Background: an optimization exercise with open tools, aiming at small area and a short achievable clock period. Do not read the settings as production practice.
At most, simulation tests tie the RTL to the original design; equivalence was not proved.
Function not checked in run 1: the RTL went through the layout flow alone.

===== design/flow/config.mk =====
export PLATFORM = sky130hd
export DESIGN_NAME = qrs
export DESIGN_NICKNAME = qrs
export VERILOG_FILES = /design/flow/design.v
export SDC_FILE = /design/flow/constraint.sdc
export NUM_CORES = 4
export LEC_CHECK = 0
export ABC_AREA = 1
export CAP_MARGIN = 20
export CORE_MARGIN = 2
export CORE_UTILIZATION = 40
export SLEW_MARGIN = 20

===== design/flow/constraint.sdc =====
create_clock -name core_clock -period 25.0 [get_ports {clk}]
set_input_delay 5.0000 -clock core_clock [delete_from_list [all_inputs] [get_ports {clk}]]
set_output_delay 5.0000 -clock core_clock [all_outputs]
set_load 0.01 [all_outputs]

===== design/flow/design.v =====
module qrs(
input clk,
input reset,
input signed [15:0] data_in,
output  signed [15:0] up,
output  signed [15:0] low,
output  signed [15:0] low_out,
output  signed [15:0] high,
output  signed [15:0] high_out,
output  signed [15:0] deri_out,
output  signed [15:0] sqr_out,
output  signed [15:0] avg_out,
output  signed [15:0] data_out
    );
integer t;
reg ph;
reg [4:0] cnt;               
always @(posedge clk, posedge reset)
  if (reset) begin
    ph <= 1'b0;
    cnt <= 5'd0;
  end else begin
    ph <= ~ph;
    if (!ph && !cnt[4]) cnt <= cnt + 5'd1;
  end
reg [15:0] up_r;
always @(posedge clk, posedge reset)
  if (reset) up_r <= 16'd0;
  else up_r <= ph ? 16'd0 : data_in;
assign up = up_r;
reg [7:0] xq [0:10];
always @(posedge clk) begin
  xq[0] <= ph ? up_r[15:8] : data_in[7:0];
  for (t = 1; t < 11; t = t + 1) xq[t] <= xq[t-1];
end
reg [6:0] lq [0:30];
reg [6:0] laux;
wire [12:0] lnew;
always @(posedge clk, posedge reset)
  if (reset) begin
    lq[0] <= 7'd0;
    lq[1] <= 7'd0;
    lq[2] <= 7'd0;
  end else begin
    lq[0] <= ph ? laux : {1'b0, lnew[12:7]};
    lq[1] <= lq[0];
    lq[2] <= lq[1];
  end
always @(posedge clk) begin
  laux <= lnew[6:0];
  for (t = 3; t < 31; t = t + 1) lq[t] <= lq[t-1];
end
reg signed [13:0] m0, m1;    
reg [15:0] h1, h2, h3;       
wire [15:0] m0x = {{2{m0[13]}}, m0};
wire [15:0] m1x = {{2{m1[13]}}, m1};
wire [15:0] hsum, hdif, h3m;
wire co_hs, co_hd, co_h3;
ks_add #(16) a_hsum(.a(m0x), .b(m1x), .ci(1'b0), .s(hsum), .co(co_hs));    
ks_add #(16) a_hdif(.a(m0x), .b(~m1x), .ci(1'b1), .s(hdif), .co(co_hd));   
wire [15:0] h3s, h3y;
csa3 #(16) c_h3(.a({m0x[14:0], 1'b0}), .b(m0x), .c(~m1x), .s(h3s), .y(h3y));
ks_add #(16) a_h3m(.a(h3s), .b({h3y[14:0], 1'b1}), .ci(1'b0), .s(h3m), .co(co_h3));  
wire v3 = (cnt >= 5'd3);
wire v6 = (cnt >= 5'd6);
wire v16 = cnt[4];
wire [15:0] mx3 = v3 ? {xq[3], xq[4]} : 16'd0;
wire [15:0] mx6 = v6 ? {xq[9], xq[10]} : 16'd0;
wire [12:0] ml16 = v16 ? {lq[30][5:0], lq[29]} : 13'd0;
wire [17:0] cc;
wire co_cc;
ks_add #(18) a_cc(.a({2'b0, mx6}), .b(~{1'b0, mx3, 1'b0}), .ci(1'b1), .s(cc), .co(co_cc));
wire [14:0] md;
wire co_md;
rc_add #(15) a_md(.a({m0[13], m0}), .b(~{{2{ml16[12]}}, ml16}), .ci(1'b1), .s(md), .co(co_md));
wire [20:0] c2a;
wire co_c2;
assign c2a[4:0] = cc[4:0];
rc_add #(16) a_c2(.a({{3{cc[17]}}, cc[17:5]}), .b({md[14], md}), .ci(1'b0), .s(c2a[20:5]), .co(co_c2));
wire [18:0] es, ey, ea;
wire co_ea;
csa3 #(19) c_ea(.a({3'b0, h3m}), .b(~{3'b0, h1}), .c(~{2'b0, h2, 1'b0}), .s(es), .y(ey));
ks_add #(19) a_ea(.a(es), .b({ey[17:0], 1'b1}), .ci(1'b1), .s(ea), .co(co_ea));
wire [22:0] ka;
wire co_ka;
assign ka[4:0] = c2a[4:0];
rc_add #(18) a_ka(.a({2'b0, c2a[20:5]}), .b(ea[18:1]), .ci(1'b0), .s(ka[22:5]), .co(co_ka));
reg [17:0] cc_r;
reg [12:0] ml16_r;
reg [15:0] klo_r;
reg [6:0] khi_r;
reg c2hi_r;                  
reg [15:0] c2lo_r;           
always @(posedge clk) begin
  cc_r <= cc;
  ml16_r <= ml16;
  klo_r <= ka[15:0];
  khi_r <= ka[22:16];
  c2hi_r <= &c2a[20:16];
  c2lo_r <= c2a[15:0];
end
wire [15:0] sl;
wire co_sl;
ks_add #(16) a_sl(.a(data_in), .b(cc_r[15:0]), .ci(1'b0), .s(sl), .co(co_sl));
assign lnew = {cc_r[17] ^ (cc_r[16] & co_sl), cc_r[16] ^ co_sl, sl[15:5]};
wire [13:0] mnew;
wire co_mn;
ks_add #(14) a_mn(.a({lnew[12], lnew}), .b(~{ml16_r[12], ml16_r}), .ci(1'b1), .s(mnew), .co(co_mn));
wire [15:0] sk;
wire co_sk;
ks_add #(16) a_sk(.a(data_in), .b(klo_r), .ci(1'b0), .s(sk), .co(co_sk));
wire [15:0] sc;
wire co_sc;
ks_add #(16) a_sc(.a(data_in), .b(c2lo_r), .ci(1'b0), .s(sc), .co(co_sc));
wire c21 = co_sc & c2hi_r;
wire [6:0] khi1 = khi_r + 7'd1;
wire [6:0] khi = co_sk ? khi1 : khi_r;
wire [15:0] dna = {khi[6:5] - {1'b0, c21}, khi[4:0], sk[15:7]};
wire [18:0] t1s, t1y, t2s, t2y, tb;
wire co_tb;
csa3 #(19) c_t1(.a({2'b0, h3m, 1'b0}), .b({3'b0, hsum}), .c(~{3'b0, h2}), .s(t1s), .y(t1y));
csa3 #(19) c_t2(.a(t1s), .b({t1y[17:0], 1'b1}), .c(~{2'b0, h3, 1'b0}), .s(t2s), .y(t2y));
ks_add #(19) a_tb(.a(t2s), .b({t2y[17:0], 1'b1}), .ci(1'b0), .s(tb), .co(co_tb));
wire [15:0] dnb = tb[18:3];
wire [15:0] dn = ph ? dnb : dna;
wire [15:0] sn;
sq16 u_sq(.d(dn), .q(sn));
always @(posedge clk, posedge reset)
  if (reset) begin
    m0 <= 14'd0;
    m1 <= 14'd0;
  end else if (!ph) begin
    m0 <= mnew;
    m1 <= m0;
  end
wire [12:0] lA  = {lq[0][5:0], laux};
wire [12:0] lA1 = {lq[2][5:0], lq[1]};
wire [12:0] lB  = {lq[1][5:0], lq[0]};
wire [13:0] lod;
wire co_lo;
ks_add #(14) a_lo(.a({lA[12], lA}), .b(~{lA1[12], lA1}), .ci(1'b1), .s(lod), .co(co_lo));
assign low = ph ? {{3{lA[12]}}, lA} : 16'd0;
assign low_out = ph ? {{2{lod[13]}}, lod} : {{2{lB[12]}}, lB, 1'b0};
assign high = ph ? hdif : {m0x[14:0], 1'b0};
wire [15:0] hcur = ph ? hsum : h3m;
assign high_out = hcur;
always @(posedge clk, posedge reset)
  if (reset) begin
    h1 <= 16'd0; h2 <= 16'd0; h3 <= 16'd0;
  end else begin
    h1 <= hcur; h2 <= h1; h3 <= h2;
  end
reg [15:0] deri_r, sqr_r, s1;
reg [16:0] pp;               
wire [16:0] ppn;
wire co_pp;
rc_add #(17) a_pp(.a({1'b0, sqr_r}), .b({1'b0, s1}), .ci(1'b0), .s(ppn), .co(co_pp));
always @(posedge clk, posedge reset)
  if (reset) begin
    deri_r <= 16'd0; sqr_r <= 16'd0; s1 <= 16'd0; pp <= 17'd0;
  end else begin
    deri_r <= dn; sqr_r <= sn; s1 <= sqr_r; pp <= ppn;
  end
assign deri_out = deri_r;
assign sqr_out = sqr_r;
wire [15:0] avg;
avg3 u_avg(.a(sqr_r), .b(pp), .q(avg));
assign avg_out = avg[15:0];
reg [15:0] dout;
always @(posedge clk, posedge reset)
  if (reset) dout <= 16'd0;
  else if (!ph) dout <= avg[15:0];
assign data_out = dout;
endmodule
module ks_add #(parameter N = 16) (input [N-1:0] a, input [N-1:0] b, input ci, output [N-1:0] s, output co);
  localparam L = (N <= 2) ? 1 : (N <= 4) ? 2 : (N <= 8) ? 3 : (N <= 16) ? 4 : (N <= 32) ? 5 : 6;
  wire [N-1:0] g [0:L];
  wire [N-1:0] p [0:L];
  genvar i, l;
  generate
    for (i = 0; i < N; i = i + 1) begin : pg
      if (i == 0) begin : b0
        assign g[0][0] = (a[0] & b[0]) | ((a[0] ^ b[0]) & ci);
      end else begin : bi
        assign g[0][i] = a[i] & b[i];
      end
      assign p[0][i] = a[i] ^ b[i];
    end
    for (l = 0; l < L; l = l + 1) begin : lv
      for (i = 0; i < N; i = i + 1) begin : nd
        if (i >= (1 << l)) begin : m
          assign g[l+1][i] = g[l][i] | (p[l][i] & g[l][i - (1 << l)]);
          assign p[l+1][i] = p[l][i] & p[l][i - (1 << l)];
        end else begin : k
          assign g[l+1][i] = g[l][i];
          assign p[l+1][i] = p[l][i];
        end
      end
    end
    assign s[0] = p[0][0] ^ ci;
    for (i = 1; i < N; i = i + 1) begin : sm
      assign s[i] = p[0][i] ^ g[L][i-1];
    end
  endgenerate
  assign co = g[L][N-1];
endmodule
module rc_add #(parameter N = 16) (input [N-1:0] a, input [N-1:0] b, input ci, output [N-1:0] s, output co);
  wire [N:0] c;
  assign c[0] = ci;
  genvar i;
  generate for (i = 0; i < N; i = i + 1) begin : fa
    assign s[i] = a[i] ^ b[i] ^ c[i];
    assign c[i+1] = (a[i] & b[i]) | (a[i] & c[i]) | (b[i] & c[i]);
  end endgenerate
  assign co = c[N];
endmodule
module csa3 #(parameter N = 16) (input [N-1:0] a, input [N-1:0] b, input [N-1:0] c, output [N-1:0] s, output [N-1:0] y);
  assign s = a ^ b ^ c;
  assign y = (a & b) | (a & c) | (b & c);
endmodule
module m3add(input [1:0] x, input [1:0] y, output [1:0] z);
  assign z[0] = (~x[1] & ~x[0] & y[0]) | (x[0] & ~y[1] & ~y[0]) | (x[1] & y[1]);
  assign z[1] = (~x[1] & ~x[0] & y[1]) | (x[0] & y[0]) | (x[1] & ~y[1] & ~y[0]);
endmodule
module avg3(input [15:0] a, input [16:0] b, output [15:0] q);
  wire [17:0] aa = {2'b0, a};
  wire [17:0] bb = {1'b0, b};
  wire [17:0] g [0:5];
  wire [17:0] p [0:5];
  assign g[0] = aa & bb;
  assign p[0] = aa ^ bb;
  genvar i, l;
  generate
    for (l = 0; l < 5; l = l + 1) begin : lv
      for (i = 0; i < 18; i = i + 1) begin : nd
        if (i >= (1 << l)) begin : m
          assign g[l+1][i] = g[l][i] | (p[l][i] & g[l][i - (1 << l)]);
          assign p[l+1][i] = p[l][i] & p[l][i - (1 << l)];
        end else begin : k
          assign g[l+1][i] = g[l][i];
          assign p[l+1][i] = p[l][i];
        end
      end
    end
  endgenerate
  wire [17:0] cy = g[5];                      
  wire [17:0] y = p[0] ^ {cy[16:0], 1'b0};    
  wire [1:0] e [0:8];
  generate for (i = 0; i < 9; i = i + 1) begin : dg
    wire [1:0] ad = aa[2*i +: 2];
    wire [1:0] bd = bb[2*i +: 2];
    m3add u(.x({ad[1] & ~ad[0], ad[0] & ~ad[1]}), .y({bd[1] & ~bd[0], bd[0] & ~bd[1]}), .z(e[i]));
  end endgenerate
  wire [1:0] s [0:4][0:8];
  generate
    for (i = 0; i < 9; i = i + 1) begin : s0
      assign s[0][i] = e[i];
    end
    for (l = 0; l < 4; l = l + 1) begin : sl
      for (i = 0; i < 9; i = i + 1) begin : sn
        if ((((8 - i) >> l) & 1) && (((8 - i) >> l) << l) >= 1) begin : m
          m3add u(.x(s[l][i]), .y(s[l][8 - ((((8 - i) >> l) << l) - 1)]), .z(s[l+1][i]));
        end else begin : k
          assign s[l+1][i] = s[l][i];
        end
      end
    end
  endgenerate
  generate for (i = 0; i < 8; i = i + 1) begin : qd
    wire [1:0] rs = s[4][i+1];
    wire c = cy[2*i+1];
    wire [1:0] r = c ? {rs[0], ~rs[1] & ~rs[0]} : rs;
    wire d1 = y[2*i+1], d0 = y[2*i];
    assign q[2*i+1] = r[1] | (r[0] & d1);
    assign q[2*i]   = (~r[1] & ~r[0] & d1 & d0) | (r[0] & ~d1) | (r[1] & (d1 | d0));
  end endgenerate
endmodule
module sq16(input [15:0] d, output [15:0] q);
  wire sq_1 = d[0] & d[1];
  wire sq_2 = d[0] & d[2];
  wire sq_3 = d[0] & d[3];
  wire sq_4 = d[0] & d[4];
  wire sq_5 = d[0] & d[5];
  wire sq_6 = d[0] & d[6];
  wire sq_7 = d[0] & d[7];
  wire sq_8 = d[0] & d[8];
  wire sq_9 = d[0] & d[9];
  wire sq_10 = d[0] & d[10];
  wire sq_11 = d[0] & d[11];
  wire sq_12 = d[0] & d[12];
  wire sq_13 = d[0] & d[13];
  wire sq_14 = d[0] & d[14];
  wire sq_15 = d[1] & d[2];
  wire sq_16 = d[1] & d[3];
  wire sq_17 = d[1] & d[4];
  wire sq_18 = d[1] & d[5];
  wire sq_19 = d[1] & d[6];
  wire sq_20 = d[1] & d[7];
  wire sq_21 = d[1] & d[8];
  wire sq_22 = d[1] & d[9];
  wire sq_23 = d[1] & d[10];
  wire sq_24 = d[1] & d[11];
  wire sq_25 = d[1] & d[12];
  wire sq_26 = d[1] & d[13];
  wire sq_27 = d[2] & d[3];
  wire sq_28 = d[2] & d[4];
  wire sq_29 = d[2] & d[5];
  wire sq_30 = d[2] & d[6];
  wire sq_31 = d[2] & d[7];
  wire sq_32 = d[2] & d[8];
  wire sq_33 = d[2] & d[9];
  wire sq_34 = d[2] & d[10];
  wire sq_35 = d[2] & d[11];
  wire sq_36 = d[2] & d[12];
  wire sq_37 = d[3] & d[4];
  wire sq_38 = d[3] & d[5];
  wire sq_39 = d[3] & d[6];
  wire sq_40 = d[3] & d[7];
  wire sq_41 = d[3] & d[8];
  wire sq_42 = d[3] & d[9];
  wire sq_43 = d[3] & d[10];
  wire sq_44 = d[3] & d[11];
  wire sq_45 = d[4] & d[5];
  wire sq_46 = d[4] & d[6];
  wire sq_47 = d[4] & d[7];
  wire sq_48 = d[4] & d[8];
  wire sq_49 = d[4] & d[9];
  wire sq_50 = d[4] & d[10];
  wire sq_51 = d[5] & d[6];
  wire sq_52 = d[5] & d[7];
  wire sq_53 = d[5] & d[8];
  wire sq_54 = d[5] & d[9];
  wire sq_55 = d[6] & d[7];
  wire sq_56 = d[6] & d[8];
  wire sq_57 = sq_3 ^ sq_15 ^ d[2];
  wire sq_58 = (sq_3 & sq_15) | (sq_3 & d[2]) | (sq_15 & d[2]);
  wire sq_59 = sq_4 ^ sq_16;
  wire sq_60 = sq_4 & sq_16;
  wire sq_61 = sq_5 ^ sq_17 ^ sq_27;
  wire sq_62 = (sq_5 & sq_17) | (sq_5 & sq_27) | (sq_17 & sq_27);
  wire sq_63 = sq_6 ^ sq_18 ^ sq_28;
  wire sq_64 = (sq_6 & sq_18) | (sq_6 & sq_28) | (sq_18 & sq_28);
  wire sq_65 = sq_7 ^ sq_19 ^ sq_29;
  wire sq_66 = (sq_7 & sq_19) | (sq_7 & sq_29) | (sq_19 & sq_29);
  wire sq_67 = sq_37 ^ d[4];
  wire sq_68 = sq_37 & d[4];
  wire sq_69 = sq_8 ^ sq_20 ^ sq_30;
  wire sq_70 = (sq_8 & sq_20) | (sq_8 & sq_30) | (sq_20 & sq_30);
  wire sq_71 = sq_9 ^ sq_21 ^ sq_31;
  wire sq_72 = (sq_9 & sq_21) | (sq_9 & sq_31) | (sq_21 & sq_31);
  wire sq_73 = sq_39 ^ sq_45 ^ d[5];
  wire sq_74 = (sq_39 & sq_45) | (sq_39 & d[5]) | (sq_45 & d[5]);
  wire sq_75 = sq_10 ^ sq_22 ^ sq_32;
  wire sq_76 = (sq_10 & sq_22) | (sq_10 & sq_32) | (sq_22 & sq_32);
  wire sq_77 = sq_40 ^ sq_46;
  wire sq_78 = sq_40 & sq_46;
  wire sq_79 = sq_11 ^ sq_23 ^ sq_33;
  wire sq_80 = (sq_11 & sq_23) | (sq_11 & sq_33) | (sq_23 & sq_33);
  wire sq_81 = sq_41 ^ sq_47 ^ sq_51;
  wire sq_82 = (sq_41 & sq_47) | (sq_41 & sq_51) | (sq_47 & sq_51);
  wire sq_83 = sq_12 ^ sq_24 ^ sq_34;
  wire sq_84 = (sq_12 & sq_24) | (sq_12 & sq_34) | (sq_24 & sq_34);
  wire sq_85 = sq_42 ^ sq_48 ^ sq_52;
  wire sq_86 = (sq_42 & sq_48) | (sq_42 & sq_52) | (sq_48 & sq_52);
  wire sq_87 = sq_13 ^ sq_25 ^ sq_35;
  wire sq_88 = (sq_13 & sq_25) | (sq_13 & sq_35) | (sq_25 & sq_35);
  wire sq_89 = sq_43 ^ sq_49 ^ sq_53;
  wire sq_90 = (sq_43 & sq_49) | (sq_43 & sq_53) | (sq_49 & sq_53);
  wire sq_91 = sq_55 ^ d[7];
  wire sq_92 = sq_55 & d[7];
  wire sq_93 = sq_14 ^ sq_26 ^ sq_36;
  wire sq_94 = sq_44 ^ sq_50 ^ sq_54;
  wire sq_95 = sq_60 ^ sq_61 ^ d[3];
  wire sq_96 = (sq_60 & sq_61) | (sq_60 & d[3]) | (sq_61 & d[3]);
  wire sq_97 = sq_62 ^ sq_63;
  wire sq_98 = sq_62 & sq_63;
  wire sq_99 = sq_64 ^ sq_65 ^ sq_67;
  wire sq_100 = (sq_64 & sq_65) | (sq_64 & sq_67) | (sq_65 & sq_67);
  wire sq_101 = sq_66 ^ sq_68 ^ sq_69;
  wire sq_102 = (sq_66 & sq_68) | (sq_66 & sq_69) | (sq_68 & sq_69);
  wire sq_103 = sq_70 ^ sq_71 ^ sq_73;
  wire sq_104 = (sq_70 & sq_71) | (sq_70 & sq_73) | (sq_71 & sq_73);
  wire sq_105 = sq_72 ^ sq_74 ^ sq_75;
  wire sq_106 = (sq_72 & sq_74) | (sq_72 & sq_75) | (sq_74 & sq_75);
  wire sq_107 = sq_76 ^ sq_78 ^ sq_79;
  wire sq_108 = (sq_76 & sq_78) | (sq_76 & sq_79) | (sq_78 & sq_79);
  wire sq_109 = sq_81 ^ d[6];
  wire sq_110 = sq_81 & d[6];
  wire sq_111 = sq_80 ^ sq_82 ^ sq_83;
  wire sq_112 = (sq_80 & sq_82) | (sq_80 & sq_83) | (sq_82 & sq_83);
  wire sq_113 = sq_84 ^ sq_86 ^ sq_87;
  wire sq_114 = (sq_84 & sq_86) | (sq_84 & sq_87) | (sq_86 & sq_87);
  wire sq_115 = sq_89 ^ sq_91;
  wire sq_116 = sq_89 & sq_91;
  wire sq_117 = sq_88 ^ sq_90 ^ sq_92;
  wire sq_118 = sq_93 ^ sq_94 ^ sq_56;
  wire sq_119 = sq_100 ^ sq_101 ^ sq_38;
  wire sq_120 = (sq_100 & sq_101) | (sq_100 & sq_38) | (sq_101 & sq_38);
  wire sq_121 = sq_102 ^ sq_103;
  wire sq_122 = sq_102 & sq_103;
  wire sq_123 = sq_104 ^ sq_105 ^ sq_77;
  wire sq_124 = (sq_104 & sq_105) | (sq_104 & sq_77) | (sq_105 & sq_77);
  wire sq_125 = sq_106 ^ sq_107 ^ sq_109;
  wire sq_126 = (sq_106 & sq_107) | (sq_106 & sq_109) | (sq_107 & sq_109);
  wire sq_127 = sq_108 ^ sq_110 ^ sq_111;
  wire sq_128 = (sq_108 & sq_110) | (sq_108 & sq_111) | (sq_110 & sq_111);
  wire sq_129 = sq_112 ^ sq_113 ^ sq_115;
  wire sq_130 = (sq_112 & sq_113) | (sq_112 & sq_115) | (sq_113 & sq_115);
  wire sq_131 = sq_114 ^ sq_116 ^ sq_117;
  wire sq_132 = sq_126 ^ sq_127 ^ sq_85;
  wire sq_133 = (sq_126 & sq_127) | (sq_126 & sq_85) | (sq_127 & sq_85);
  wire sq_134 = sq_128 ^ sq_129;
  wire sq_135 = sq_128 & sq_129;
  wire sq_136 = sq_130 ^ sq_131 ^ sq_118;
  wire [15:0] sq_ra = {sq_135, sq_133, sq_132, sq_124, sq_122, sq_120, sq_119, sq_98, sq_96, sq_95, sq_58, sq_57, sq_2, sq_1, 1'b0, d[0]};
  wire [15:0] sq_rb = {sq_136, sq_134, 1'b0, sq_125, sq_123, sq_121, 1'b0, sq_99, sq_97, 1'b0, sq_59, 1'b0, 1'b0, d[1], 1'b0, 1'b0};
  wire sq_co;
  ks_add #(.N(16)) sq_add(.a(sq_ra), .b(sq_rb), .ci(1'b0), .s(q), .co(sq_co));
endmodule

===== design/flow/flow/run.sh =====
#!/bin/bash
# Standard layout (the standard.sh), with plain buf_2 cells as the port
# buffers and a clock tree of clkbuf_16 cells in sink clusters of up to 20,
# without dummy loads.
set -euo pipefail
export BUFFER_PORTS_ARGS="-buffer_cell sky130_fd_sc_hd__buf_2"
export CTS_ARGS="-sink_clustering_enable -repair_clock_nets -dont_use_dummy_load -buf_list sky130_fd_sc_hd__clkbuf_16 -sink_clustering_size 20 -sink_clustering_max_diameter 80"
bash standard.sh finish > standard_flow.log 2>&1

===== design/flow/standard.sh =====
#!/bin/bash
# synth_recipe.tcl (not shown) runs the flow's synth.tcl, then flattens the netlist and writes it again
# the make line also repeats each setting of config.mk as NAME=value (left out here)
make -C /OpenROAD-flow-scripts/flow DESIGN_CONFIG=/design/flow/config.mk WORK_HOME=/design/flow/orfs CLKGATE_MAP_FILE= SYNTH_SCRIPT=/design/flow/synth_recipe.tcl "${@:-finish}"

==> results of run 1 <==
registers in the layout, summed over array words and instances, names as in the netlist, 13 cells and up:
register  cells
sqr_r        14
m1           14
xq           88
cc_r         13
up_r         16
lq          216
h3           16
h2           16
s1           15
dout         16
deri_r       16
pp           17
ml16_r       13
c2lo_r       16
h1           16
m0           14
cell usage after synthesis (5+ instances only):
cell       number
a21o_1         15
a21oi_1       181
a31oi_1         8
buf_4           7
clkbuf_1       37
dfrtp_1       197
dfxtp_1       351
fa_1          142
ha_1          218
inv_1         558
inv_2          12
nand2_1       680
nand2_2        15
nand3_1       184
nand3_2         9
nand3b_1        6
nand4_1        13
nor2_1        191
nor2_2          5
nor3_1         19
nor4_1          7
o2111ai_1       8
o211ai_1       10
o21ai_0       136
o21ai_1        15
o21bai_1       18
o221ai_1        5
o31ai_1        11
or2_2          10
xnor2_1        33
xor2_1         86
layout by cell type (no fill, tap or decap), types with 4 or more instances in the layout:
master	instances
buf_2	160
nor2_4	4
nand4_1	13
o21bai_1	18
ha_1	218
inv_1	557
a21oi_1	181
o211ai_1	10
xor2_1	86
o22ai_1	4
clkbuf_16	39
clkinv_1	4
fa_1	142
nor3_1	19
nor2_2	5
or2_2	10
nand2_2	15
o21ai_0	136
buf_4	6
o221ai_1	5
nor4_1	7
xnor2_1	33
inv_2	11
o31ai_1	11
nand3_1	184
dfxtp_1	351
o21ai_2	4
dfrtp_1	196
o21ai_1	15
a21o_1	15
o2111ai_1	8
nand3_2	9
nand2_1	680
nand3b_1	6
nor2_1	191
a31oi_1	8
cell type report:
type	instances	area, um^2
Tap cell	940	1180
Antenna cell	1	2.50
Timing Repair Buffer	166	846
Fill cell	6864	39000
Clock buffer	39	976
Multi-Input combinational cell	2067	14000
Sequential cell	548	12000
Inverter	574	2160
worst reg2reg max path, delay by kind of cell (launching register included):
family | cells | cell delay [ns]
fa+ha+maj | 18 | 5.86
simple gates | 7 | 1.43
flops | 1 | 0.60
buf+inv | 6 | 0.39
compound gates | 3 | 0.37
xor+xnor | 1 | 0.16
metrics by stage:
step	hold slack [ns]	setup slack (ns)
after global routing	0.278	15.06
final	0.285	15.46
after global placement	0.310	14.89
after detailed placement	0.312	14.85
after floorplan	0.310	14.63
after CTS	0.281	15.46
kinds of logic (layout without fill, tap and decap cells):
| group | count (synthesis) | in the layout | synth area share [%] |
|---|---|---|---|
| and+or+nand+nor | 1152 | 1152 | 17.2 |
| buffers and inverters | 624 | 779 | 8.42 |
| DFF | 548 | 548 | 42.3 |
| AOI/OAI and AO/OA | 434 | 434 | 8.73 |
| adders and majority gates | 360 | 360 | 19.7 |
| xor gates and xnor gates | 119 | 119 | 3.68 |
| other | 1 | 2 | 0.0133 |
| muxes | 1 | 1 | 0.0398 |
routing by layer:
metal / vias to the layer above / GRT usage [%] / routed length (um)
li1: 10470 / - / -
met1: 9544 / 24.1 / 30600
met2: 378 / 29.5 / 29500
met3: 82 / 2.15 / 2280
met4: 0 / 5.54 / 1880
met5: - / 0 / 0
worst max path at each step:
| stage | slack, ns | from | end | cells past startpoint |
|---|---|---|---|---|
| final | 15.46 | data_in[4] | sqr_r[15]$_DFF_PP0_ | 31 |
| after global routing | 15.06 | data_in[4] | sqr_r[15]$_DFF_PP0_ | 30 |
| after CTS | 15.46 | data_in[4] | sqr_r[15]$_DFF_PP0_ | 31 |
| after detailed placement | 14.85 | data_in[4] | sqr_r[15]$_DFF_PP0_ | 31 |
| after global placement | 14.89 | data_in[4] | sqr_r[15]$_DFF_PP0_ | 31 |
| after floorplan | 14.63 | reset | cnt[0]$_DFFE_PP0P_ | 1 |
==> notes.md, run 1 <==
Core area: 70,000 um^2
WP data arrival: 9.99 ns
Slew HR: 38.9%
Finished Cell Area: 31,100 um^2
Post-synthesis sequential area ratio: 42.3%
Final core area utilization: 44.4%
Top-area cell type share of the netlist area: 24.8%
Setup Buffers After CTS: 0
Die width: 270 um
Layout cell share with drive strength beyond 1: 8.16%
Worst Min Path Start: lq[17][5]$_DFF_P_
PortBufs: 160
Largest cells by area after synthesis: dfxtp_1, dfrtp_1, fa_1
Die Footprint: 72,900 um^2
Clk slew on worst S/H paths: 0.08 ns
Seq cells post-synth: 548
WL final: 64,200 um
Max-cap check violation count: 0
Tot GR Track Use: 17.7%
WHS Endpoint: lq[18][5]$_DFF_P_
Initial Util: 40.4%
CTS max path bufs: 3
Fin crit share: 38.1%
R2r startpoint: cnt[4]$_DFFE_PP0P_
Cells after synthesis: 3,239
Ys Warns: 8
Worst-Margin Slew: 0.917 ns
Final Critical Period: 9.54 ns
Synth Area per Inst: 8.73 um^2
Top delay family on crit path: adder cells
Syn nets: 3,617
Distinct cells, synth: 57
Via count: 20,474
Hold path depth: 0
Setup crit end kind: flop
Final Hold Viols: 0
CP peak stage delay: 0.54 ns
Row cnt: 97
Largest net degree at the start of global routing: 95
H-tree depth: 2
Post-Layout Cell Count: 4,335
Worst-Skew Late Latency: 0.60 ns
Die Y: 270 um
Length of the first detailed-routing pass in iterations: 5
Area leader, netlist: dfxtp_1
Hold buffer count at cts: 0
WL per Instance: 14.8 um
Final Wtd Congestion: 0.903
Post-synth EDFFs: 0
Clk sink count: 548
Cells after DPL: 4,295
Initial antenna violation count: 0
Final-report max-slew violation count: 0
Crit path required time: 25.45 ns
Crit-path most repeated cell: nand2_1
CTS tree: done
Slowest-stage cell, CP: fa_1
Area Growth Syn to Fin: 9.84%
RSZ-0062 raised after global routing: no
Routed Antenna Nets: 0
Vias in the first global route: 19,856
HP Class: reg -> reg
Setup Crit Path Kind: in -> reg
FMAX: 105 MHz
Setup violations, final: 0
IO Pins: 162
CTS Root Cell: clkbuf_16
Vias per inst: 4.72
Crit path buf inv count: 5
Post-DP Area: 30,100 um^2
Reg2Reg Capture Point: khi_r[5]$_DFF_P_
FFs w/ async S/R, synth: 35.9%
Grt ovf: 0
Status: timing/DRC/antenna clean
Reg2Reg Setup Slack: 16.04 ns
Setup_tns: 0 ns
CTS Buf Count: 39
Fin nets: 3,774
Detailed placer's ending HPWL: 50,800 um
Top_reg_cell synth: dfxtp_1
Worst-path fanout max: 9
Worst Skew: 0.0779 ns
DR iter-0 viols: 1,055
Critical path launch point type: primary input
R2R cell count: 35
Netlist Area Pre-Place: 28,300 um^2
DRC: 0
First-pass GRT wire length: 104,000 um
Post-cts resize count: 0
==> inputs of run 2 (changes only) <==
--- a/design/flow/design.v
+++ b/design/flow/design.v
@@ -56,8 +56,8 @@
 wire [15:0] m1x = {{2{m1[13]}}, m1};
 wire [15:0] hsum, hdif, h3m;
 wire co_hs, co_hd, co_h3;
-ks_add #(16) a_hsum(.a(m0x), .b(m1x), .ci(1'b0), .s(hsum), .co(co_hs));    
-ks_add #(16) a_hdif(.a(m0x), .b(~m1x), .ci(1'b1), .s(hdif), .co(co_hd));   
+sk_add #(16) a_hsum(.a(m0x), .b(m1x), .ci(1'b0), .s(hsum), .co(co_hs));    
+sk_add #(16) a_hdif(.a(m0x), .b(~m1x), .ci(1'b1), .s(hdif), .co(co_hd));   
 wire [15:0] h3s, h3y;
 csa3 #(16) c_h3(.a({m0x[14:0], 1'b0}), .b(m0x), .c(~m1x), .s(h3s), .y(h3y));
 ks_add #(16) a_h3m(.a(h3s), .b({h3y[14:0], 1'b1}), .ci(1'b0), .s(h3m), .co(co_h3));  
@@ -138,7 +138,7 @@
 wire [12:0] lB  = {lq[1][5:0], lq[0]};
 wire [13:0] lod;
 wire co_lo;
-ks_add #(14) a_lo(.a({lA[12], lA}), .b(~{lA1[12], lA1}), .ci(1'b1), .s(lod), .co(co_lo));
+sk_add #(14) a_lo(.a({lA[12], lA}), .b(~{lA1[12], lA1}), .ci(1'b1), .s(lod), .co(co_lo));
 assign low = ph ? {{3{lA[12]}}, lA} : 16'd0;
 assign low_out = ph ? {{2{lod[13]}}, lod} : {{2{lB[12]}}, lB, 1'b0};
 assign high = ph ? hdif : {m0x[14:0], 1'b0};
@@ -194,6 +194,38 @@
         end else begin : k
           assign g[l+1][i] = g[l][i];
           assign p[l+1][i] = p[l][i];
+        end
+      end
+    end
+    assign s[0] = p[0][0] ^ ci;
+    for (i = 1; i < N; i = i + 1) begin : sm
+      assign s[i] = p[0][i] ^ g[L][i-1];
+    end
+  endgenerate
+  assign co = g[L][N-1];
+endmodule
+module sk_add #(parameter N = 16) (input [N-1:0] a, input [N-1:0] b, input ci, output [N-1:0] s, output co);
+  localparam L = (N <= 2) ? 1 : (N <= 4) ? 2 : (N <= 8) ? 3 : (N <= 16) ? 4 : (N <= 32) ? 5 : 6;
+  wire [N-1:0] g [0:L];
+  wire [N-1:0] p [0:L];
+  genvar i, l;
+  generate
+    for (i = 0; i < N; i = i + 1) begin : pg
+      if (i == 0) begin : b0
+        assign g[0][0] = (a[0] & b[0]) | ((a[0] ^ b[0]) & ci);
+      end else begin : bi
+        assign g[0][i] = a[i] & b[i];
+      end
+      assign p[0][i] = a[i] ^ b[i];
+    end
+    for (l = 0; l < L; l = l + 1) begin : lv
+      for (i = 0; i < N; i = i + 1) begin : nd
+        if ((i >> l) & 1) begin : m
+          assign g[l+1][i] = g[l][i] | (p[l][i] & g[l][((i >> l) << l) - 1]);
+          assign p[l+1][i] = p[l][i] & p[l][((i >> l) << l) - 1];
+        end else begin : k
+          assign g[l+1][i] = g[l][i];
+          assign p[l+1][i] = p[l][i];
         end
       end
     end
==> notes.md, run 2 <==
Hold buffer count at cts: 0
Initial antenna violation count: 0
Clk sink count: 548
DRC: 0
Most common cell in the synthesized netlist: nand2_1
PortBufs: 160
Ys Warns: 10
Distinct cells, synth: 55
IO Pins: 162
Largest net degree at the start of global routing: 75
Row cnt: 96
CTS Buf Count: 42
Setup Crit Path Kind: in -> reg
Detailed placer's ending HPWL: 48,900 um
Clk slew on worst S/H paths: 0.08 ns
Setup crit end kind: flop
Worst-path fanout max: 11
Core area: 68,600 um^2
Fin crit share: 38.7%
Slew HR: 33.2%
Setup_tns: 0 ns
Crit path required time: 25.42 ns
Syn nets: 3,506
CP startpoint: data_in[3]
Largest registers: lq x216, xq x88, pp x17
H-tree depth: 2
Reg2Reg Setup Slack: 16.02 ns
Worst-Skew Late Latency: 0.60 ns
CTS tree: done
R2r startpoint: cnt[4]$_DFFE_PP0P_
Hold path depth: 0
Place WS: 14.71 ns
Post-cts resize count: 0
Most common cell after layout, fill and taps aside: nand2_1
Layout cell share with drive strength beyond 1: 8.67%
Hold slack: 0.303 ns
WL per Instance: 14.7 um
Commonest cells after routing, fill and taps aside: nand2_1, inv_1, dfxtp_1
Via count: 19,373
Vias in the first global route: 19,092
FMAX: 103 MHz
RSZ-0062 raised after global routing: no
HP Class: reg -> reg
Die Y: 267 um
Worst-Margin Slew: 1.00 ns
Crit path to: sqr_r[15]$_DFF_PP0_
Setup violations, final: 0
R2R cell count: 34
Max FFs per register: 216
Setup Buffers After CTS: 0
Status: timing/DRC/antenna clean
Largest cells by area after synthesis: dfxtp_1, dfrtp_1, fa_1
WL final: 61,900 um
Post-synthesis sequential area ratio: 43.1%
CTS max path bufs: 3
Routed Antenna Nets: 0
Biggest register: lq
Initial Util: 40.5%
Synth top cells by count: nand2_1, inv_1, dfxtp_1
Netlist Area Pre-Place: 27,800 um^2
Final Wtd Congestion: 0.862
Final-report max-slew violation count: 0
Top_reg_cell synth: dfxtp_1
Area Growth Syn to Fin: 10.4%
First-pass GRT wire length: 100,000 um
Post-synth EDFFs: 0
Fin nets: 3,673
Seq cells post-synth: 548
CTS Root Cell: clkbuf_16
Area leader, netlist: dfxtp_1
ANT cells: 0
Final worst setup slack: 15.32 ns
Tot GR Track Use: 17.8%
Die Footprint: 71,500 um^2
DR iter-0 viols: 934
Synth Area per Inst: 8.89 um^2
Final core area utilization: 44.7%
Die width: 267 um
Length of the first detailed-routing pass in iterations: 5
Max-cap check violation count: 0
Final Hold Viols: 0
Reg2Reg Capture Point: khi_r[5]$_DFF_P_
Worst Skew: 0.0876 ns
Critical path launch point type: primary input
Final Critical Period: 9.68 ns
Vias per inst: 4.59
Cells after synthesis: 3,123
Grt ovf: 0
WP data arrival: 10.10 ns
FFs w/ async S/R, synth: 35.9%
Top-area cell type share of the netlist area: 25.3%
-- run 2: kinds of logic (layout without fill, tap and decap cells) --
kind of cell	Yosys count	count (layout)	synth area share [%]
other	1	1	0.0135
xor gates and xnor gates	106	106	3.35
DFF	548	548	43.1
and+or+nand+nor	1098	1098	16.8
buffers and inverters	636	801	8.75
AOI/OAI and AO/OA	369	369	7.45
adders and majority gates	365	365	20.5
-- run 2: worst min-delay path by stage --
stage | start | end | slack, ns
after floorplan | lq[9][0]$_DFF_P_ | lq[10][0]$_DFF_P_ | 0.31
after global placement | lq[6][6]$_DFF_P_ | lq[7][6]$_DFF_P_ | 0.31
after detailed placement | lq[16][3]$_DFF_P_ | lq[17][3]$_DFF_P_ | 0.31
after CTS | lq[22][5]$_DFF_P_ | lq[23][5]$_DFF_P_ | 0.30
after global routing | lq[25][3]$_DFF_P_ | lq[26][3]$_DFF_P_ | 0.31
final | xq[2][7]$_DFF_P_ | xq[3][7]$_DFF_P_ | 0.30
-- run 2: worst max-delay path, stage by stage --
cell	delay [ns]
buf_2	0.12
ha_1	0.32
a21oi_1	0.21
nand2_1	0.10
nand2_1	0.06
nand2_1	0.14
nand2_1	0.10
nand2_1	0.05
o22ai_1	0.76
inv_1	0.35
a21oi_1	0.27
fa_1	0.46
fa_1	0.49
inv_1	0.05
fa_1	0.49
inv_1	0.04
ha_1	0.32
nand2_1	0.09
inv_1	0.05
a31oi_1	0.15
nand2_1	0.10
a31oi_1	0.18
inv_1	0.06
nand3_1	0.08
nand2_1	0.05
-- run 2: through the flow --
step           cells  cell area, um^2
6_report        4219            30600
5_1_grt         4219            30600
4_1_cts         4219            30600
3_5_place_dp    4177            29600
3_3_place_gp    4177            29600
2_1_floorplan   3123            27800
-- run 2: layout make-up --
type / count / area (um^2)
Timing Repair Buffer: 166 / 846
Tap cell: 931 / 1160
Sequential cell: 548 / 12000
Inverter: 593 / 2240
Fill cell: 6677 / 38000
Multi-Input combinational cell: 1939 / 13400
Clock buffer: 42 / 1050
-- run 2: per-layer routing --
layer	vias up	track usage (%)	wire length, um
li1	9998	-	-
met1	9039	24.3	29500
met2	259	29.6	28600
met3	77	2.44	2230
met4	0	5.15	1560
met5	-	0	0
==> inputs of run 3 (changes only) <==
==> design/flow/flow/run.sh (replaced) <==
#!/bin/bash
# Standard layout (the standard.sh), with plain buf_2 cells as the port
# buffers, a clock tree of clkbuf_16 cells in sink clusters of up to 20
# without dummy loads, and timing repair asked to leave 17 ns of setup slack.
set -euo pipefail
export BUFFER_PORTS_ARGS="-buffer_cell sky130_fd_sc_hd__buf_2"
export CTS_ARGS="-sink_clustering_enable -repair_clock_nets -dont_use_dummy_load -buf_list sky130_fd_sc_hd__clkbuf_16 -sink_clustering_size 20 -sink_clustering_max_diameter 80"
bash standard.sh SETUP_SLACK_MARGIN=17 finish > standard_flow.log 2>&1
==> notes.md, run 3 <==
Status: timing/DRC/antenna clean
Die Footprint: 71,500 um^2
FFs w/ async S/R, synth: 35.9%
Tot GR Track Use: 18.9%
Syn nets: 3,506
Final Wtd Congestion: 0.863
Post-synth EDFFs: 0
WL final: 70,500 um
Cells after DPL: 4,177
Largest registers: lq x216, xq x88, pp x17
Area Growth Syn to Fin: 29.7%
Commonest cells after routing, fill and taps aside: nand2_1, inv_1, dfxtp_1
Core area: 68,600 um^2
ANT cells: 0
Worst-Margin Slew: 0.882 ns
Slew HR: 40.6%
Most common cell in the synthesized netlist: nand2_1
IO Pins: 162
Initial Util: 40.5%
Layout cell share with drive strength beyond 1: 30.9%
Biggest register: lq
Setup crit end kind: flop
Top-area cell type share of the netlist area: 25.3%
Fin crit share: 35.3%
Distinct cells, synth: 55
Hold path depth: 0
Max FFs per register: 216
Seq cells post-synth: 548
Vias per inst: 4.71
Met1 WL: 31,500 um
Via count: 21,157
Hold buffer count at cts: 0
Max-cap check violation count: 0
Grt ovf: 0
Setup violations, final: 0
CTS tree: done
Most common cell after layout, fill and taps aside: nand2_1
DR WL met2: 34,300 um
H-tree depth: 2
Clk slew on worst S/H paths: 0.07 ns
DR iter-0 viols: 1,074
Area leader, netlist: dfxtp_1
Vias in the first global route: 20,560
Post-Layout Cell Count: 4,494
Largest net degree at the start of global routing: 134
Largest cells by area after synthesis: dfxtp_1, dfrtp_1, fa_1
FF/Latch Area: 12,000 um^2
Netlist Area Pre-Place: 27,800 um^2
Multi-input logic area: 16,100 um^2
Final Hold Viols: 0
Routed Antenna Nets: 0
CTS Buf Count: 42
Hold slack: 0.290 ns
Fin nets: 3,948
Setup Crit Path Kind: in -> reg
CTS Root Cell: clkbuf_16
Die Y: 267 um
Worst-Skew Late Latency: 0.61 ns
Highest routed layer: met4
Worst-path fanout max: 10
Top_reg_cell synth: dfxtp_1
Crit path required time: 25.47 ns
Synth top cells by count: nand2_1, inv_1, dfxtp_1
CTS max path bufs: 3
PortBufs: 160
RSZ-0062 raised after global routing: yes
Final-report max-slew violation count: 0
R2R cell count: 45
Detailed placer's ending HPWL: 48,400 um
Final Critical Period: 8.81 ns
First-pass GRT wire length: 107,000 um
WP data arrival: 9.28 ns
Setup_tns: 0 ns
Critical path launch point type: primary input
Row cnt: 96
Worst Skew: 0.0867 ns
Clk sink count: 548
Ys Warns: 10
DRC: 0
HP Class: reg -> reg
Cells after synthesis: 3,123
Fill count: 6,102
FMAX: 113 MHz
Length of the first detailed-routing pass in iterations: 5
Die width: 267 um
Post-synthesis sequential area ratio: 43.1%
WL per Instance: 15.7 um
Synth Area per Inst: 8.89 um^2
Routed wl met3: 2710 um
Initial antenna violation count: 1
[run 3: cell types whose count changed in the layout (fill, tap and decap cells not counted), sizes merged]
cell	delta
a21oi	+1
clkinvlp	+2
inv	-3
clkinv	+1
buf	+274
[run 3: cell families (layout without fill, tap and decap cells)]
family / count (synthesis) / after routing / synth area share, %
simple gates: 1098 / 1098 / 16.8
buf+inv: 636 / 1075 / 8.75
flops: 548 / 548 / 43.1
compound gates: 369 / 370 / 7.45
fa+ha+maj: 365 / 365 / 20.5
xor+xnor: 106 / 106 / 3.35
other cells: 1 / 1 / 0.0135
[run 3: per-layer routing]
| metal | global-route usage, % | up-vias |
|---|---|---|
| li1 | - | 10536 |
| met1 | 25.1 | 10088 |
| met2 | 32.5 | 419 |
| met3 | 2.41 | 114 |
| met4 | 5.22 | 0 |
| met5 | 0 | - |
[run 3: worst max-delay path, stage by stage]
cell and delay [ns]:
buf_4 0.13, ha_4 0.30, nand2_1 0.08, nor2_1 0.15, nand2_2 0.09, nand2_2 0.11, a21oi_1 0.07, nand2_1 0.16
nand2_2 0.17, inv_4 0.18, nand2_1 0.10, fa_1 0.53, inv_1 0.05, fa_1 0.47, inv_1 0.05, fa_1 0.49
inv_2 0.05, ha_4 0.25, a21oi_4 0.13, o21ai_1 0.08, a31oi_1 0.17, nand2_1 0.12, a31oi_2 0.16, inv_1 0.06
nand3_1 0.08, nand2_1 0.05
[run 3: path summary, 6_finish.rpt]
kind,startpoint,end,slack [ns]
max,data_in[4],sqr_r[15]$_DFF_PP0_,16.19
min,lq[10][1]$_DFF_P_,lq[11][1]$_DFF_P_,0.29
max reg2reg,m0[3]$_DFFE_PP0N_,sqr_r[15]$_DFF_PP0_,16.66
min reg2reg,lq[10][1]$_DFF_P_,lq[11][1]$_DFF_P_,0.29
max in group asynchronous,reset,ph$_DFF_PP0_,19.19
min in group asynchronous,reset,cnt[1]$_DFFE_PP0P_,4.58
[run 3: cell type report]
class,count,share of cell area (%)
clock buffer,42,2.92
inverter,593,6.35
multi-input combinational,1940,44.9
sequential,548,33.3
tap,931,3.24
timing repair buffer,440,9.27
[run 3: through the flow]
stage	setup slack, ns	cell area (um^2)	utilization [%]
floorplan	16.01	28100	-
global placement	14.84	29900	43.6
detailed placement	14.68	29900	43.6
CTS	16.31	33800	49.3
global route	15.92	36000	52.5
finish	16.19	36000	52.5
[run 3: timing repair]
item,in CTS,in global routing
cloned,1,0
buffers inserted,184,89
setup endpoints to repair,71,69
pin swaps,147,223
gates resized for setup,403,380
==> inputs of run 4 (changes only) <==
==> design/flow/flow/run.sh (replaced) <==
#!/bin/bash
# Standard layout (the standard.sh), with plain buf_2 cells as the port
# buffers, a clock tree of clkbuf_16 cells in sink clusters of up to 20
# without dummy loads, and timing repair asked to leave 16.3 ns of setup slack.
set -euo pipefail
export BUFFER_PORTS_ARGS="-buffer_cell sky130_fd_sc_hd__buf_2"
export CTS_ARGS="-sink_clustering_enable -repair_clock_nets -dont_use_dummy_load -buf_list sky130_fd_sc_hd__clkbuf_16 -sink_clustering_size 20 -sink_clustering_max_diameter 80"
bash standard.sh SETUP_SLACK_MARGIN=16.3 finish > standard_flow.log 2>&1
==> notes.md, run 4 <==
WL per Instance: 15.0 um
CTS tree: done
Initial Util: 40.5%
Largest net degree at the start of global routing: 70
Core area: 68,600 um^2
Die Footprint: 71,500 um^2
Largest cells by area after synthesis: dfxtp_1, dfrtp_1, fa_1
PortBufs: 160
HP Class: reg -> reg
Top-area cell type share of the netlist area: 25.3%
FF/Latch Area: 12,000 um^2
Global Route met1 Usage: 23.9%
FFs w/ async S/R, synth: 35.9%
Worst-Skew Late Latency: 0.60 ns
Final Wtd Congestion: 0.882
FMAX: 113 MHz
Synth Area per Inst: 8.89 um^2
Initial antenna violation count: 2
Layout cell share with drive strength beyond 1: 18.5%
Die Y: 267 um
Status: timing/DRC/antenna clean
Routed Antenna Nets: 0
Netlist Area Pre-Place: 27,800 um^2
Hold slack: 0.304 ns
CTS Root Cell: clkbuf_16
Top_reg_cell synth: dfxtp_1
ANT cells: 0
Max-cap check violation count: 0
IO Pins: 162
DR iter-0 viols: 930
CTS Buf Count: 42
CP peak stage delay: 0.49 ns
Setup violations, final: 0
Biggest register: lq
Grt ovf: 0
Met2 Use GR: 30.5%
Via count: 20,008
GRT busiest layer: met2
Detailed placer's ending HPWL: 49,000 um
Critical path launch point type: primary input
Distinct cells, synth: 55
Setup crit end kind: flop
Vias in the first global route: 19,483
WL final: 64,700 um
Post-synthesis sequential area ratio: 43.1%
Clk slew on worst S/H paths: 0.08 ns
CTS max path bufs: 3
Ys Warns: 10
Post-synth EDFFs: 0
Final Hold Viols: 0
Vias per inst: 4.63
WP data arrival: 9.26 ns
Finished Cell Area: 32,700 um^2
Max FFs per register: 216
Row cnt: 96
Fill count: 6,589
Syn nets: 3,506
Final-report max-slew violation count: 0
Seq cells post-synth: 548
Commonest cells after routing, fill and taps aside: nand2_1, inv_1, dfxtp_1
Setup_tns: 0 ns
Worst-Margin Slew: 1.03 ns
Final Critical Period: 8.81 ns
Die width: 267 um
Place WS: 15.20 ns
Largest registers: lq x216, xq x88, pp x17
Area leader, netlist: dfxtp_1
Crit-path most repeated cell: nand2_2
Slew HR: 31.0%
DRC: 0
Fin nets: 3,777
RSZ-0062 raised after global routing: yes
H-tree depth: 2
Most common cell after layout, fill and taps aside: nand2_1
Synth top cells by count: nand2_1, inv_1, dfxtp_1
Clk sink count: 548
Crit path required time: 25.45 ns
Length of the first detailed-routing pass in iterations: 7
Post-DP Area: 29,800 um^2
Most common cell in the synthesized netlist: nand2_1
Area Growth Syn to Fin: 17.9%
Hold buffer count at cts: 0
Multi-input logic area: 14,600 um^2
Setup Crit Path Kind: in -> reg
Met3 usage: 2.51%
Worst Skew: 0.0656 ns
Slowest-stage cell, CP: fa_1
First-pass GRT wire length: 101,000 um
Final worst setup slack: 16.19 ns
Fin crit share: 35.2%
Tot GR Track Use: 18.0%
Cells after synthesis: 3,123
Worst-path fanout max: 5
## run 4: changes by cell type in the layout (fill, tap and decap cells not counted), moves of 32 or more
| cell | before | now |
|---|---|---|
| buf_4 | 223 | 108 |
| buf_6 | 77 | 11 |
| inv_1 | 510 | 545 |
| nand2_1 | 532 | 607 |
| nand2_2 | 124 | 75 |
| nand3_1 | 101 | 133 |
| o21ai_0 | 83 | 116 |
## run 4: critical path: cells and delay by family
| family | cells | cell delay (ns) |
|---|---|---|
| AND/OR/NAND/NOR | 16 | 1.37 |
| adder cells (fa/ha/maj) | 5 | 1.99 |
| AO/OA/AOI/OAI | 4 | 0.55 |
| buffers and inverters | 5 | 0.36 |
## run 4: timing repair
action,in CTS,in global routing
buffers inserted,45,55
pin swaps,34,97
resized for setup,100,201
endpoints found under the setup margin,23,45
cloned,0,2
## run 4: layout make-up
type | count | area share (%)
multi-input combinational | 1941 | 44.5
timing repair buffer | 268 | 5.27
sequential | 548 | 36.6
tap | 931 | 3.56
clock buffer | 42 | 3.21
inverter | 593 | 6.88
## run 4: kinds of logic (layout without fill, tap and decap cells)
kind of cell | after synthesis | count (layout) | synth area share (%)
buffers and inverters | 636 | 903 | 8.75
AO/OA/AOI/OAI | 369 | 369 | 7.45
other | 1 | 1 | 0.0135
flip-flops | 548 | 548 | 43.1
AND/OR/NAND/NOR | 1098 | 1100 | 16.8
XOR/XNOR | 106 | 106 | 3.35
adder cells (fa/ha/maj) | 365 | 365 | 20.5
## run 4: per-layer routing
metal / routed length (um) / vias up / part of all wire [%]
met4: 1630 / 2 / 2.5
li1: - / 10201 / -
met5: 8 / - / 0.012
met1: 30200 / 9412 / 47
met3: 2510 / 77 / 3.9
met2: 30400 / 316 / 47
## run 4: per-stage QoR
step                utilization (%)  cells
CTS                            46.1   4266
detailed placement             43.5   4179
finish                         47.7   4323
global route                   47.7   4323
floorplan                         -   3123
global placement               43.5   4179
## run 4: worst paths after layout
check | start | endpoint | slack [ns] | depth (start not counted)
max | data_in[7] | sqr_r[15]$_DFF_PP0_ | 16.19 | 30
min | xq[0][6]$_DFF_P_ | xq[1][6]$_DFF_P_ | 0.30 | 0
max reg2reg | m0[1]$_DFFE_PP0N_ | khi_r[5]$_DFF_P_ | 16.66 | 34
min reg2reg | xq[0][6]$_DFF_P_ | xq[1][6]$_DFF_P_ | 0.30 | 0
max in group asynchronous | reset | h1[4]$_DFF_PP0_ | 18.39 | 4
min in group asynchronous | reset | up_r[10]$_DFF_PP0_ | 4.58 | 2
==> inputs of run 5 (changes only) <==
==> design/flow/flow/run.sh (replaced) <==
#!/bin/bash
# Standard layout (the standard.sh), with plain buf_2 cells as the port
# buffers, a clock tree of clkbuf_16 cells in sink clusters of up to 20
# without dummy loads, and timing repair asked to leave 16 ns of setup slack.
set -euo pipefail
export BUFFER_PORTS_ARGS="-buffer_cell sky130_fd_sc_hd__buf_2"
export CTS_ARGS="-sink_clustering_enable -repair_clock_nets -dont_use_dummy_load -buf_list sky130_fd_sc_hd__clkbuf_16 -sink_clustering_size 20 -sink_clustering_max_diameter 80"
bash standard.sh SETUP_SLACK_MARGIN=16 finish > standard_flow.log 2>&1
==> notes.md, run 5 <==
Largest cells by area after synthesis: dfxtp_1, dfrtp_1, fa_1
Max-cap check violation count: 0
Setup Crit Path Kind: in -> reg
Ys Warns: 10
First-pass GRT wire length: 99,800 um
R2R cell count: 33
Length of the first detailed-routing pass in iterations: 5
Initial antenna violation count: 1
IO Pins: 162
Fin crit share: 35.5%
Worst-path fanout max: 5
Setup violations, final: 0
CP peak stage delay: 0.48 ns
PortBufs: 160
Crit path to: sqr_r[15]$_DFF_PP0_
Die width: 267 um
Hold path depth: 0
Core area: 68,600 um^2
Max FFs per register: 216
Die Footprint: 71,500 um^2
Worst-Skew Late Latency: 0.60 ns
HP Class: reg -> reg
Final Critical Period: 8.87 ns
Slowest-stage cell, CP: fa_1
Synth Area per Inst: 8.89 um^2
Via count: 19,585
Largest registers: lq x216, xq x88, pp x17
Hold slack: 0.282 ns
Fin nets: 3,717
Routed Antenna Nets: 0
Final Wtd Congestion: 0.873
R2r startpoint: m1[1]$_DFFE_PP0N_
Critical path launch point type: primary input
H-tree depth: 2
Top_reg_cell synth: dfxtp_1
Most common cell in the synthesized netlist: nand2_1
Largest net degree at the start of global routing: 71
Synth top cells by count: nand2_1, inv_1, dfxtp_1
Clk sink count: 548
Top-area cell type share of the netlist area: 25.3%
Layout cell share with drive strength beyond 1: 13.3%
Hold buffer count at cts: 0
Worst-Margin Slew: 0.946 ns
Worst Skew: 0.0722 ns
Status: timing/DRC/antenna clean
Detailed placer's ending HPWL: 48,600 um
CP startpoint: data_in[1]
Cells after synthesis: 3,123
DRC: 0
Vias per inst: 4.59
WP data arrival: 9.32 ns
Commonest cells after routing, fill and taps aside: nand2_1, inv_1, dfxtp_1
Vias in the first global route: 19,114
RSZ-0062 raised after global routing: yes
Row cnt: 96
Tot GR Track Use: 17.7%
Slew HR: 36.9%
DR iter-0 viols: 901
Grt ovf: 0
Area leader, netlist: dfxtp_1
Setup_tns: 0 ns
Reg2Reg Capture Point: khi_r[5]$_DFF_P_
Crit path required time: 25.44 ns
Initial Util: 40.5%
Crit-path most repeated cell: nand2_2
Distinct cells, synth: 55
Biggest register: lq
Netlist Area Pre-Place: 27,800 um^2
FFs w/ async S/R, synth: 35.9%
WL final: 62,300 um
WL per Instance: 14.6 um
Syn nets: 3,506
CTS Buf Count: 41
Final Hold Viols: 0
Setup crit end kind: flop
Reg2Reg Setup Slack: 16.43 ns
Final-report max-slew violation count: 0
Post-synth EDFFs: 0
Clk slew on worst S/H paths: 0.08 ns
Seq cells post-synth: 548
CTS Root Cell: clkbuf_16
CTS tree: done
Post-synthesis sequential area ratio: 43.1%
FMAX: 113 MHz
CTS max path bufs: 3
Area Growth Syn to Fin: 13.9%
Die Y: 267 um
Most common cell after layout, fill and taps aside: nand2_1
[run 5: cell counts after synthesis]
No cell type changed its count.
[run 5: through the flow]
step	instance area, um^2	setup WS [ns]	cells	utilization [%]
final	31600	16.13	4264	46.1
after global routing	31600	15.88	4263	46.1
after CTS	30900	16.00	4236	45.1
after detailed placement	29700	14.72	4178	43.3
after global placement	29700	14.85	4178	43.3
after floorplan	27900	15.96	3123	-
[run 5: worst min path at each step]
stage                            from                end  slack, ns
floorplan            lq[9][0]$_DFF_P_  lq[10][0]$_DFF_P_       0.31
global placement    lq[23][2]$_DFF_P_  lq[24][2]$_DFF_P_       0.31
detailed placement   lq[6][3]$_DFF_P_   lq[7][3]$_DFF_P_       0.31
CTS                  xq[6][6]$_DFF_P_   xq[7][6]$_DFF_P_       0.28
global route         xq[6][6]$_DFF_P_   xq[7][6]$_DFF_P_       0.30
finish               xq[6][6]$_DFF_P_   xq[7][6]$_DFF_P_       0.28
[run 5: worst max-delay path, delay by kind of cell]
family | cells | cell delay (ns)
and+or+nand+nor | 18 | 1.48
AOI/OAI and AO/OA | 4 | 0.55
buffers and inverters | 5 | 0.35
adders and majority gates | 5 | 1.93
[run 5: cell families (layout without fill, tap and decap cells)]
family / after synthesis / count (layout) / share of synthesized area [%]
buffers and inverters: 636 / 845 / 8.75
and+or+nand+nor: 1098 / 1098 / 16.8
other: 1 / 2 / 0.0135
AOI/OAI and AO/OA: 369 / 369 / 7.45
DFF: 548 / 548 / 43.1
xor gates and xnor gates: 106 / 106 / 3.35
adders and majority gates: 365 / 365 / 20.5
[run 5: layout make-up]
| cell class | instances | area, um^2 |
|---|---|---|
| fill | 6586 | 37000 |
| antenna | 1 | 2.50 |
| timing repair buffer | 211 | 1190 |
| sequential | 548 | 12000 |
| tap | 931 | 1160 |
| multi-input combinational | 1939 | 14000 |
| clock buffer | 41 | 1030 |
| inverter | 593 | 2250 |
[run 5: what timing repair did]
| item | 4_1_cts | 5_1_grt |
|---|---|---|
| pin swaps | 6 | 35 |
| resized for setup | 35 | 106 |
| endpoints found under the setup margin | 11 | 17 |
| buffers inserted | 17 | 27 |
[run 5: layer usage]
layer	track usage [%]	share of wire (%)	vias to the layer above
met2	29.8	46	312
met5	0	0	-
met4	5.09	2.4	0
met1	23.9	47	9116
met3	2.24	3.8	82
li1	-	-	10075
==> inputs of run 6 (changes only) <==
--- a/design/flow/config.mk
+++ b/design/flow/config.mk
@@ -8,5 +8,6 @@
 export ABC_AREA = 1
 export CAP_MARGIN = 20
 export CORE_MARGIN = 2
-export CORE_UTILIZATION = 40
+export CORE_UTILIZATION = 55
+export PLACE_DENSITY = 0.7
 export SLEW_MARGIN = 20
==> notes.md, run 6 <==
Seq cells post-synth: 548
Worst Skew: 0.108 ns
Hold slack: 0.285 ns
Status: timing/DRC/antenna clean
HP Class: reg -> reg
Vias in the first global route: 20,475
DRC: 0
Setup Crit Path Kind: in -> reg
Length of the first detailed-routing pass in iterations: 5
Critical path launch point type: primary input
WL per Instance: 15.8 um
Slew HR: 36.6%
Max-cap check violation count: 0
Largest cells by area after synthesis: dfxtp_1, dfrtp_1, fa_1
Core area: 50,000 um^2
Die Y: 229 um
Post-synth EDFFs: 0
Clk sink count: 548
DR iter-0 viols: 1,063
Fin nets: 3,719
CTS Root Cell: clkbuf_16
Cells after synthesis: 3,123
ANT cells: 0
Largest net degree at the start of global routing: 88
PortBufs: 160
Grt ovf: 0
Die Footprint: 52,300 um^2
Ys Warns: 10
Most common cell in the synthesized netlist: nand2_1
Final Critical Period: 8.88 ns
Final Wtd Congestion: 0.906
CP peak stage delay: 0.49 ns
Synth Area per Inst: 8.89 um^2
Commonest cells after routing, fill and taps aside: nand2_1, inv_1, dfxtp_1
Setup crit end kind: flop
Synth top cells by count: nand2_1, inv_1, dfxtp_1
Most common cell after layout, fill and taps aside: nand2_1
Slowest-stage cell, CP: fa_1
Fill count: 4,270
Area leader, netlist: dfxtp_1
RSZ-0062 raised after global routing: yes
WL final: 63,400 um
Syn nets: 3,506
Routed Antenna Nets: 0
CTS Buf Count: 38
Layout cell share with drive strength beyond 1: 13.9%
Final-report max-slew violation count: 0
Setup_tns: 0 ns
WP data arrival: 9.30 ns
Crit path required time: 25.41 ns
Top-area cell type share of the netlist area: 25.3%
Die width: 229 um
Met2 Use GR: 41.8%
CTS max path bufs: 3
Initial antenna violation count: 0
Largest registers: lq x216, xq x88, pp x17
Detailed placer's ending HPWL: 49,100 um
H-tree depth: 2
Area Growth Syn to Fin: 13.0%
Fin crit share: 35.5%
FFs w/ async S/R, synth: 35.9%
Post-synthesis sequential area ratio: 43.1%
Distinct cells, synth: 55
Met3 usage: 2.88%
Netlist Area Pre-Place: 27,800 um^2
Final Hold Viols: 0
Biggest register: lq
Setup violations, final: 0
Vias per inst: 5.10
First-pass GRT wire length: 103,000 um
Tot GR Track Use: 24.4%
Worst-Margin Slew: 0.952 ns
IO Pins: 162
Max FFs per register: 216
Via count: 20,411
Worst-Skew Late Latency: 0.59 ns
Hold buffer count at cts: 0
FMAX: 113 MHz
Global Route met1 Usage: 31.9%
Crit-path most repeated cell: nand2_2
Worst-path fanout max: 5
Top_reg_cell synth: dfxtp_1
Row cnt: 82
Clk slew on worst S/H paths: 0.08 ns
GRT busiest layer: met2
Initial Util: 55.5%
CTS tree: done
==> run 6: final timing paths <==
path                            slack [ns]             endpoint  depth (start not counted)               start
max in group asynchronous            18.58      h1[3]$_DFF_PP0_                          4               reset
min in group asynchronous             4.51    up_r[0]$_DFF_PP0_                          2               reset
worst max register to register       16.45     khi_r[6]$_DFF_P_                         35  cnt[4]$_DFFE_PP0P_
worst min register to register        0.28    lq[17][5]$_DFF_P_                          0   lq[16][5]$_DFF_P_
worst min-delay path                  0.28    lq[17][5]$_DFF_P_                          0   lq[16][5]$_DFF_P_
worst max-delay path                 16.12  sqr_r[15]$_DFF_PP0_                         31          data_in[5]
==> run 6: area by class of cell <==
cell class | instances | area, um^2 | share of cell area, %
inverter | 593 | 2260 | 7.20
sequential | 548 | 12000 | 38.2
tap | 672 | 841 | 2.68
timing repair buffer | 216 | 1280 | 4.08
clock buffer | 38 | 951 | 3.03
multi-input combinational | 1939 | 14100 | 44.8
==> run 6: layer usage <==
metal  up-vias  wire length, um
li1      10071                -
met1      9795            28300
met4         0             2390
met5         -                0
met2       424            30400
met3       121             2260
==> run 6: cell families (layout without fill, tap and decap cells) <==
logic type      after synthesis  count (layout)  synth area share (%)
simple gates               1098            1098                  16.8
buf+inv                     636             847                  8.75
flops                       548             548                  43.1
compound gates              369             369                  7.45
fa+ha+maj                   365             365                  20.5
xor+xnor                    106             106                  3.35
other cells                   1               1                0.0135
==> run 6: repair_timing <==
action	CTS	global route
pin swaps	12	50
resized for setup	38	142
setup endpoints to repair	10	24
hold endpoints to repair	0	0
setup buffers	9	39
==> run 6: per-stage QoR <==
stage | utilization (%) | cell area (um^2) | worst slack (ns) | cells
3_3_place_gp | 58.8 | 29400 | 15.10 | 3920
3_5_place_dp | 58.8 | 29400 | 15.08 | 3920
6_report | 62.8 | 31400 | 16.12 | 4006
4_1_cts | 61.1 | 30500 | 16.00 | 3967
2_1_floorplan | - | 27900 | 15.96 | 3123
5_1_grt | 62.8 | 31400 | 15.91 | 4006
==> run 6: critical path, delay by kind of cell <==
family          cells  cell delay (ns)
fa+ha+maj           5             1.91
compound gates      5             0.74
buf+inv             5             0.32
simple gates       16             1.32

==> what the ideal ports hide <==
How much do the figures lean on ideal ports? The routed layouts below were timed once more, with nothing changed but the port constraints.
Step 1, drivers: a clkbuf_16 drives clk and a buf_2 each remaining input, both assumed.
Step 2, shift: input delay + t, output delay - t, t = (earliest + latest rising clock arrival at the registers) / 2. This alone moves slack from input paths to output paths.
a / b / c = ideal / step 1 / step 2; a / b = the first two.
run | t, ns | setup WS [ns] | pins driven straight from the clock port
run 1 | 0.609 | 15.465 / 15.465 / 14.856 | 1
run 2 | 0.619 | 15.317 / 15.358 / 14.739 | 1
run 3 | 0.625 | 16.186 / 16.143 / 15.598 | 1
run 4 | 0.615 | 16.188 / 16.208 / 15.593 | 1
run 5 | 0.612 | 16.128 / 16.166 / 15.554 | 1
run 6 | 0.598 | 16.117 / 16.094 / 15.504 | 1
After both steps every run listed still meets setup and hold. The setup slack of run 6, which loses most, moves by -0.023 ns with the drivers and by -0.613 ns with both steps.
